Background: an optimization exercise with open tools, aiming at small area, a short achievable clock period and few clock cycles per item. Do not read the settings as production practice. RTL that was checked went through simulation tests only; none was proved equivalent to the original.

## fjord
==> flow/design.v <==
module digit_step
#(
	parameter W = 163,
	parameter D = 18
)(
	input wire [W-1:0] t,
	input wire [W-1:0] a,
	input wire [W-1:0] g,
	input wire [D-1:0] bd,
	output wire [W-1:0] v
);
wire [D-1:0] m;
genvar i, k, j;
generate
	for (i = 0; i < D; i = i + 1) begin : q
		wire [2*i:0] early;
		assign early[0] = t[W-1-i];
		for (k = 0; k < i; k = k + 1) begin : pa
			assign early[1+k] = bd[D-1-k] & a[W-i+k];
		end
		for (k = 0; k < i; k = k + 1) begin : pg
			if (k < i - 1)
				assign early[1+i+k] = m[k] & g[W-i+k];
			else
				assign early[1+i+k] = 1'b0;
		end
		if (i == 0)
			assign m[i] = early[0];
		else
			assign m[i] = (^early) ^ (m[i-1] & g[W-1]);
	end
	for (j = 0; j < W; j = j + 1) begin : col
		wire [2*D:0] terms;
		if (j >= D)
			assign terms[2*D] = t[j-D];
		else
			assign terms[2*D] = 1'b0;
		for (k = 0; k < D; k = k + 1) begin : tk
			if (j - D + 1 + k >= 0 && j - D + 1 + k < W) begin : in
				assign terms[2*k]   = bd[D-1-k] & a[j-D+1+k];
				assign terms[2*k+1] = m[k] & g[j-D+1+k];
			end else begin : out
				assign terms[2*k]   = 1'b0;
				assign terms[2*k+1] = 1'b0;
			end
		end
		assign v[j] = ^terms;
	end
endgenerate
endmodule
module fpga_gf2m
#(
	parameter DIGITAL = 9,
	parameter DATA_WIDTH = 163
)(
	input clk,     
	input rst,   
	input wire start,
	input wire [DATA_WIDTH - 1 : 0] a,
	input wire [DATA_WIDTH - 1 : 0] g,
	input wire [191:0] b,
	output reg [DATA_WIDTH - 1 : 0] t_i_j,
	output reg done
);
localparam W = DATA_WIDTH;
localparam D = DIGITAL;
localparam K = (W - 1) / D;    
localparam CW = 6;
reg busy;
reg [CW-1:0] counter;
reg [W-1:0] reg_a;
reg [W-1:0] reg_g;
reg [W-2:0] reg_b;
wire accept = start & ~busy;
wire [W-1:0] next_t;
digit_step #(.W(W), .D(D)) step (
	.t(t_i_j),
	.a(reg_a),
	.g(reg_g),
	.bd(reg_b[W-2 -: D]),
	.v(next_t)
);
always @(posedge clk or negedge rst) begin : proc_ctrl
	if (~rst) begin
		busy <= 1'b0;
		done <= 1'b0;
		counter <= 0;
	end else if (accept) begin
		busy <= 1'b1;
		done <= 1'b0;
		counter <= 0;
	end else if (busy) begin
		counter <= counter + 1'b1;
		if (counter == K - 1) begin
			busy <= 1'b0;
			done <= 1'b1;
		end
	end
end
always @(posedge clk) begin : proc_operands
	if (~busy) begin
		reg_a <= a;
		reg_g <= g;
		reg_b <= b[W-2:0];
	end else begin
		reg_b <= reg_b << D;
	end
end
always @(posedge clk) begin : proc_t_i_j
	if (accept)
		t_i_j <= a & {W{b[W-1]}};
	else if (busy)
		t_i_j <= next_t;
end
endmodule
clock: 14.5 ns
lec_check: 0
cap_margin: 20
core_margin: 2
core_utilization: 40
slew_margin: 20
setup_slack_margin: 9
standard.sh (not shown) runs the stock make flow with config.mk's settings and CLKGATE_MAP_FILE= SYNTH_SCRIPT=/design/flow/synth_recipe.tcl, a recipe that flattens the netlist after the stock synthesis.
==> flow/flow/run.sh <==
#!/bin/bash
# Standard ORFS layout, with repair_timing aiming for extra setup slack.
cp standard.sh standard_sh.txt
cp config.mk config_orig.txt
echo "export SETUP_SLACK_MARGIN = 9" >> config.mk
bash standard.sh > standard.log 2>&1
Testbench counts of fjord, summed over its fixed seeds: cycles 14,592, items 768.
[inputs] willow vs fjord
-- flow/design.v --
<<< fjord, line 66
localparam D = DIGITAL;
localparam K = (W - 1) / D;    
localparam CW = 6;
reg busy;
reg [CW-1:0] counter;
>>> willow, line 66
localparam D = DIGITAL;
localparam K = (W - 1) / D;    
localparam CW = $clog2(K);
reg busy;
reg [CW-1:0] counter;
[summary]
willow went all the way through the flow, and no timing, DRC or antenna check failed.
Relative to fjord, die area increased by 1600 um2 in willow.
Comparing fjord and willow, worst hold margin is lower on willow.
fjord -> willow: buffer count excluding the clock tree in the final layout decreased slightly
Setup slack delta (willow − fjord): unfavourable
Comparing fjord with willow, the number of placed cells counting well taps came out essentially unchanged.
A launching instance or port of the critical path of reg_g[162] is what fjord shows, while t_i_j[162] belongs to willow.
The wire length of the first global-routing pass of willow is lower than that of fjord.
The RTL of willow was laid out without a check of its function.

* * *

Another version of the RTL of fpga_gf2m (not shown whole).
Size: about 14,000 cells after synthesis, about 720 flip-flops.
==> module fpga_gf2m, before the edit <==
module fpga_gf2m
#(
	parameter DIGITAL = 22,
	parameter DATA_WIDTH = 163
)(
	input clk,     
	input rst,   
	input wire start,
	input wire [DATA_WIDTH - 1 : 0] a,
	input wire [DATA_WIDTH - 1 : 0] g,
	input wire [191:0] b,
	output reg [DATA_WIDTH - 1 : 0] t_i_j,
	output reg done
);
localparam W = DATA_WIDTH;
localparam D = DIGITAL;
localparam K = (W - 1) / D + 1;              
localparam F = W - (K - 1) * D;              
localparam BW = K * D;                       
reg busy;
reg first;
reg [5:0] counter;
reg [W-1:0] reg_a;
reg [W-1:0] reg_g;
reg [BW-1:0] reg_b;
reg [D-1:0] uh;          
reg [D:0] mu;
wire accept = start & ~busy;
wire [D-1:0] cur_digit = reg_b[BW-1 -: D];
wire [D-1:0] nxt_digit = reg_b[BW-1-D -: D];
wire [D-1:0] first_digit = {{(D-F){1'b0}}, b[W-1 -: F]};
wire [W-1:0] next_t;
wire [D-1:0] nxt_pre_h;
wire [D-1:0] nxt_uh;
wire [D-1:0] first_pre_h;
wire [D:0] mu_full;
wire [D:0] mu_first;
barrett_step #(.W(W), .D(D)) step (
	.t(t_i_j),
	.a(reg_a),
	.g(reg_g),
	.bd(cur_digit),
	.uh(uh),
	.nxt_h(nxt_pre_h),
	.uh_nxt(nxt_uh),
	.mu(mu),
	.v(next_t)
);
digit_high #(.W(W), .D(D)) hi_next (
	.a(reg_a),
	.bd(nxt_digit),
	.h(nxt_pre_h)
);
digit_high #(.W(W), .D(D)) hi_first (
	.a(a),
	.bd(first_digit),
	.h(first_pre_h)
);
mu_calc #(.W(W), .D(D)) mu_now (
	.g(reg_g),
	.mu(mu_full)
);
mu_calc #(.W(W), .D(F)) mu_in (
	.g(g),
	.mu(mu_first[D:D-F])
);
assign mu_first[D-F-1:0] = {(D-F){1'b0}};
always @(posedge clk or negedge rst) begin : proc_ctrl
	if (~rst) begin
		busy <= 1'b0;
		first <= 1'b0;
		done <= 1'b0;
		counter <= 6'd0;
	end else if (accept) begin
		busy <= 1'b1;
		first <= 1'b1;
		done <= 1'b0;
		counter <= 6'd0;
	end else if (busy) begin
		first <= 1'b0;
		counter <= counter + 1'b1;
		if (counter == K - 1) begin
			busy <= 1'b0;
			done <= 1'b1;
		end
	end
end
always @(posedge clk) begin : proc_operands
	if (~busy) begin
		reg_a <= a;
		reg_g <= g;
		reg_b <= {{(BW-W){1'b0}}, b[W-1:0]};
		uh <= first_pre_h;
		mu <= mu_first;
	end else begin
		reg_b <= reg_b << D;
		uh <= nxt_uh;
		if (first)
			mu <= mu_full;
	end
end
always @(posedge clk) begin : proc_t_i_j
	if (accept)
		t_i_j <= {W{1'b0}};
	else if (busy)
		t_i_j <= next_t;
end
endmodule
==> flow/config.mk <==
export PLATFORM = sky130hd
export DESIGN_NAME = fpga_gf2m
export DESIGN_NICKNAME = fpga_gf2m
export VERILOG_FILES = /design/flow/design.v
export SDC_FILE = /design/flow/constraint.sdc
export NUM_CORES = 8
export LEC_CHECK = 0
export CAP_MARGIN = 20
export CORE_MARGIN = 2
export CORE_UTILIZATION = 40
export CTS_CLUSTER_DIAMETER = 80
export CTS_CLUSTER_SIZE = 20
export SLEW_MARGIN = 20
export SETUP_SLACK_MARGIN = 10.3
export BUFFER_PORTS_ARGS = -buffer_cell sky130_fd_sc_hd__buf_2
==> flow/constraint.sdc <==
create_clock -name core_clock -period 14.5 [get_ports {clk}]
set_input_delay 2.9000 -clock core_clock [delete_from_list [all_inputs] [get_ports {clk}]]
set_output_delay 2.9000 -clock core_clock [all_outputs]
set_load 0.01 [all_outputs]
==> flow/flow/run.sh <==
#!/bin/bash
# Standard ORFS layout (the standard.sh), with repair_timing asked to
# aim for extra setup slack and smaller port buffers.
cat >> config.mk <<'EOC'
export SETUP_SLACK_MARGIN = 10.3
export BUFFER_PORTS_ARGS = -buffer_cell sky130_fd_sc_hd__buf_2
EOC
bash standard.sh > standard.log 2>&1
Change:
--- a/flow/design.v
+++ b/flow/design.v
@@ -187,11 +187,11 @@
 	end
 endgenerate
 endmodule
 module fpga_gf2m
 #(
-	parameter DIGITAL = 22,
+	parameter DIGITAL = 20,
 	parameter DATA_WIDTH = 163
 )(
 	input clk,     
 	input rst,   
 	input wire start,
What happened: Core utilization went down by 0.29 points; cell count went down by roughly a tenth; count of clock-buffer cells in the layout went down by 2; synthesized area went down by roughly a tenth; sequential cell count stays the same; hold slack is better by 0.0078 ns; clock skew went down by 0.0056 ns; die area went down by roughly a tenth; cell area went down by roughly a tenth.
Testbench counts after the change, summed over its fixed seeds: cycles 7,680, items 768.
Only the layout flow was run in the first run of this note; the RTL was not checked for function there.

* * *

fpga_gf2m, a different RTL version from the one above (not shown whole).
For scale: ~13000 cells after synthesis, roughly 880 flip-flops, ~690 I/O pins.
==> module fpga_gf2m, before the edit <==
module fpga_gf2m
#(
	parameter DIGITAL = 20,
	parameter DATA_WIDTH = 163
)(
	input clk,     
	input rst,   
	input wire start,
	input wire [DATA_WIDTH - 1 : 0] a,
	input wire [DATA_WIDTH - 1 : 0] g,
	input wire [191:0] b,
	output reg [DATA_WIDTH - 1 : 0] t_i_j,
	output reg done
);
localparam W = DATA_WIDTH;
localparam D = DIGITAL;
localparam K = (W - 1) / D + 1;              
localparam F = W - (K - 1) * D;              
localparam BW = K * D;                       
reg busy;
reg first;
reg last;                
reg [W-1:0] acc;         
reg [5:0] counter;
reg [W-1:0] reg_a;
reg [W-1:0] reg_g;
reg [BW-1:0] reg_b;
reg [D-1:0] pre_h;       
reg [D:0] mu;
wire accept = start & ~busy;
wire [D-1:0] cur_digit = reg_b[BW-1 -: D];
wire [D-1:0] nxt_digit = reg_b[BW-1-D -: D];
wire [D-1:0] first_digit = {{(D-F){1'b0}}, b[W-1 -: F]};
wire [W-1:0] next_t;
wire [D-1:0] nxt_pre_h;
wire [D-1:0] first_pre_h;
wire [D:0] mu_full;
wire [D:0] mu_first;
barrett_step #(.W(W), .D(D)) step (
	.t(acc),
	.a(reg_a),
	.g(reg_g),
	.bd(cur_digit),
	.pre_h(pre_h),
	.mu(mu),
	.v(next_t)
);
digit_high #(.W(W), .D(D)) hi_next (
	.a(reg_a),
	.bd(nxt_digit),
	.h(nxt_pre_h)
);
digit_high #(.W(W), .D(D)) hi_first (
	.a(a),
	.bd(first_digit),
	.h(first_pre_h)
);
mu_calc #(.W(W), .D(D)) mu_now (
	.g(reg_g),
	.mu(mu_full)
);
mu_calc #(.W(W), .D(F)) mu_in (
	.g(g),
	.mu(mu_first[D:D-F])
);
assign mu_first[D-F-1:0] = {(D-F){1'b0}};
always @(posedge clk or negedge rst) begin : proc_ctrl
	if (~rst) begin
		busy <= 1'b0;
		first <= 1'b0;
		last <= 1'b0;
		done <= 1'b0;
		counter <= 6'd0;
	end else if (accept) begin
		busy <= 1'b1;
		first <= 1'b1;
		last <= (K == 1);
		done <= 1'b0;
		counter <= 6'd0;
	end else if (busy) begin
		first <= 1'b0;
		last <= (counter == K - 2);
		counter <= counter + 1'b1;
		if (counter == K - 1) begin
			busy <= 1'b0;
			done <= 1'b1;
		end
	end
end
always @(posedge clk) begin : proc_operands
	if (~busy) begin
		reg_a <= a;
		reg_g <= g;
		reg_b <= {{(BW-W){1'b0}}, b[W-1:0]};
		pre_h <= first_pre_h;
		mu <= mu_first;
	end else begin
		reg_b <= reg_b << D;
		pre_h <= nxt_pre_h;
		if (first)
			mu <= mu_full;
	end
end
always @(posedge clk) begin : proc_acc
	if (busy)
		acc <= next_t;
	else
		acc <= {W{1'b0}};
end
always @(posedge clk) begin : proc_t_i_j
	if (accept)
		t_i_j <= {W{1'b0}};
	else if (last)
		t_i_j <= next_t;
end
endmodule
export LEC_CHECK = 0
export CAP_MARGIN = 20
export CORE_MARGIN = 2
export CORE_UTILIZATION = 40
export SLEW_MARGIN = 20
export SETUP_SLACK_MARGIN = 10.3
export BUFFER_PORTS_ARGS = -buffer_cell sky130_fd_sc_hd__buf_2
create_clock -name core_clock -period 14.5 [get_ports {clk}]
Scripts as last shown in full above: flow/flow/run.sh
Edit:
--- a/flow/design.v
+++ b/flow/design.v
@@ -200,12 +200,10 @@
 localparam K = (W - 1) / D + 1;              
 localparam F = W - (K - 1) * D;              
 localparam BW = K * D;                       
 reg busy;
 reg first;
-reg last;                
-reg [W-1:0] acc;         
 reg [5:0] counter;
 reg [W-1:0] reg_a;
 reg [W-1:0] reg_g;
 reg [BW-1:0] reg_b;
 reg [D-1:0] pre_h;       
@@ -218,11 +216,11 @@
 wire [D-1:0] nxt_pre_h;
 wire [D-1:0] first_pre_h;
 wire [D:0] mu_full;
 wire [D:0] mu_first;
 barrett_step #(.W(W), .D(D)) step (
-	.t(acc),
+	.t(t_i_j),
 	.a(reg_a),
 	.g(reg_g),
 	.bd(cur_digit),
 	.pre_h(pre_h),
 	.mu(mu),
@@ -249,22 +247,19 @@
 assign mu_first[D-F-1:0] = {(D-F){1'b0}};
 always @(posedge clk or negedge rst) begin : proc_ctrl
 	if (~rst) begin
 		busy <= 1'b0;
 		first <= 1'b0;
-		last <= 1'b0;
 		done <= 1'b0;
 		counter <= 6'd0;
 	end else if (accept) begin
 		busy <= 1'b1;
 		first <= 1'b1;
-		last <= (K == 1);
 		done <= 1'b0;
 		counter <= 6'd0;
 	end else if (busy) begin
 		first <= 1'b0;
-		last <= (counter == K - 2);
 		counter <= counter + 1'b1;
 		if (counter == K - 1) begin
 			busy <= 1'b0;
 			done <= 1'b1;
 		end
@@ -282,18 +277,12 @@
 		pre_h <= nxt_pre_h;
 		if (first)
 			mu <= mu_full;
 	end
 end
-always @(posedge clk) begin : proc_acc
-	if (busy)
-		acc <= next_t;
-	else
-		acc <= {W{1'b0}};
-end
 always @(posedge clk) begin : proc_t_i_j
 	if (accept)
 		t_i_j <= {W{1'b0}};
-	else if (last)
+	else if (busy)
 		t_i_j <= next_t;
 end
 endmodule
Result: Global-route usage is lower by 1.4 points; synthesized area is lower by 4.1%; die area is lower by 4.1%; clock skew is lower by 29 ps; non-clock buffer count is lower by 185; count of clock-buffer cells in the layout is lower by 32; utilization is lower by 2.8 points; cell area is lower by 9.2%; sequential share of layout area is lower by 0.99 points; register-to-register slack gains 230 ps.
Testbench counts after the change, summed over its fixed seeds: cycles 7,680, items 768.
No functional check of the RTL was part of the first run of this note.

==> separate check: timing with driven ports <==
The results above use ideal ports. As a check the final layouts listed here were re-extracted and re-timed, cells and wires unchanged.
Step 1 assumes that a clkbuf_16 drives the clock port and a buf_2 every other input.
Step 2 moves the port delays by t, midway between the first and last clock arrival at a register: inputs arrive t later, outputs are due t later. That takes back most of the time a late clock gives input paths.
Three values: ideal, step 1, step 2; two values: the first two.
run	t (ns)	slack for setup (ns)	hold slack, ns	worst setup path at the end	worst register clock-pin slew, ns
fjord	0.833	9.036 / 9.036 / 8.464	0.447 / 0.447 / 0.447	input to register	0.07 / 0.07
willow	0.821	9.030 / 9.030 / 8.444	0.442 / 0.442 / 0.442	input to register	0.07 / 0.07
the first run of note 2	0.868	10.217 / 10.131 / 9.642	0.448 / 0.448 / 0.448	input to register	0.09 / 0.09
the second run of note 2	0.845	10.254 / 10.168 / 9.643	0.456 / 0.456 / 0.456	input to register	0.09 / 0.09
the first run of note 3	0.904	10.057 / 10.057 / 9.561	0.448 / 0.448 / 0.448	input to register	0.08 / 0.08
the second run of note 3	0.869	10.255 / 10.165 / 9.714	0.452 / 0.452 / 0.452	input to register	0.07 / 0.07
After both steps setup and hold are still met in every run listed. For the second run of note 2, which loses most, drivers alone change the setup slack by -0.086 ns; drivers and shift together by -0.611 ns.
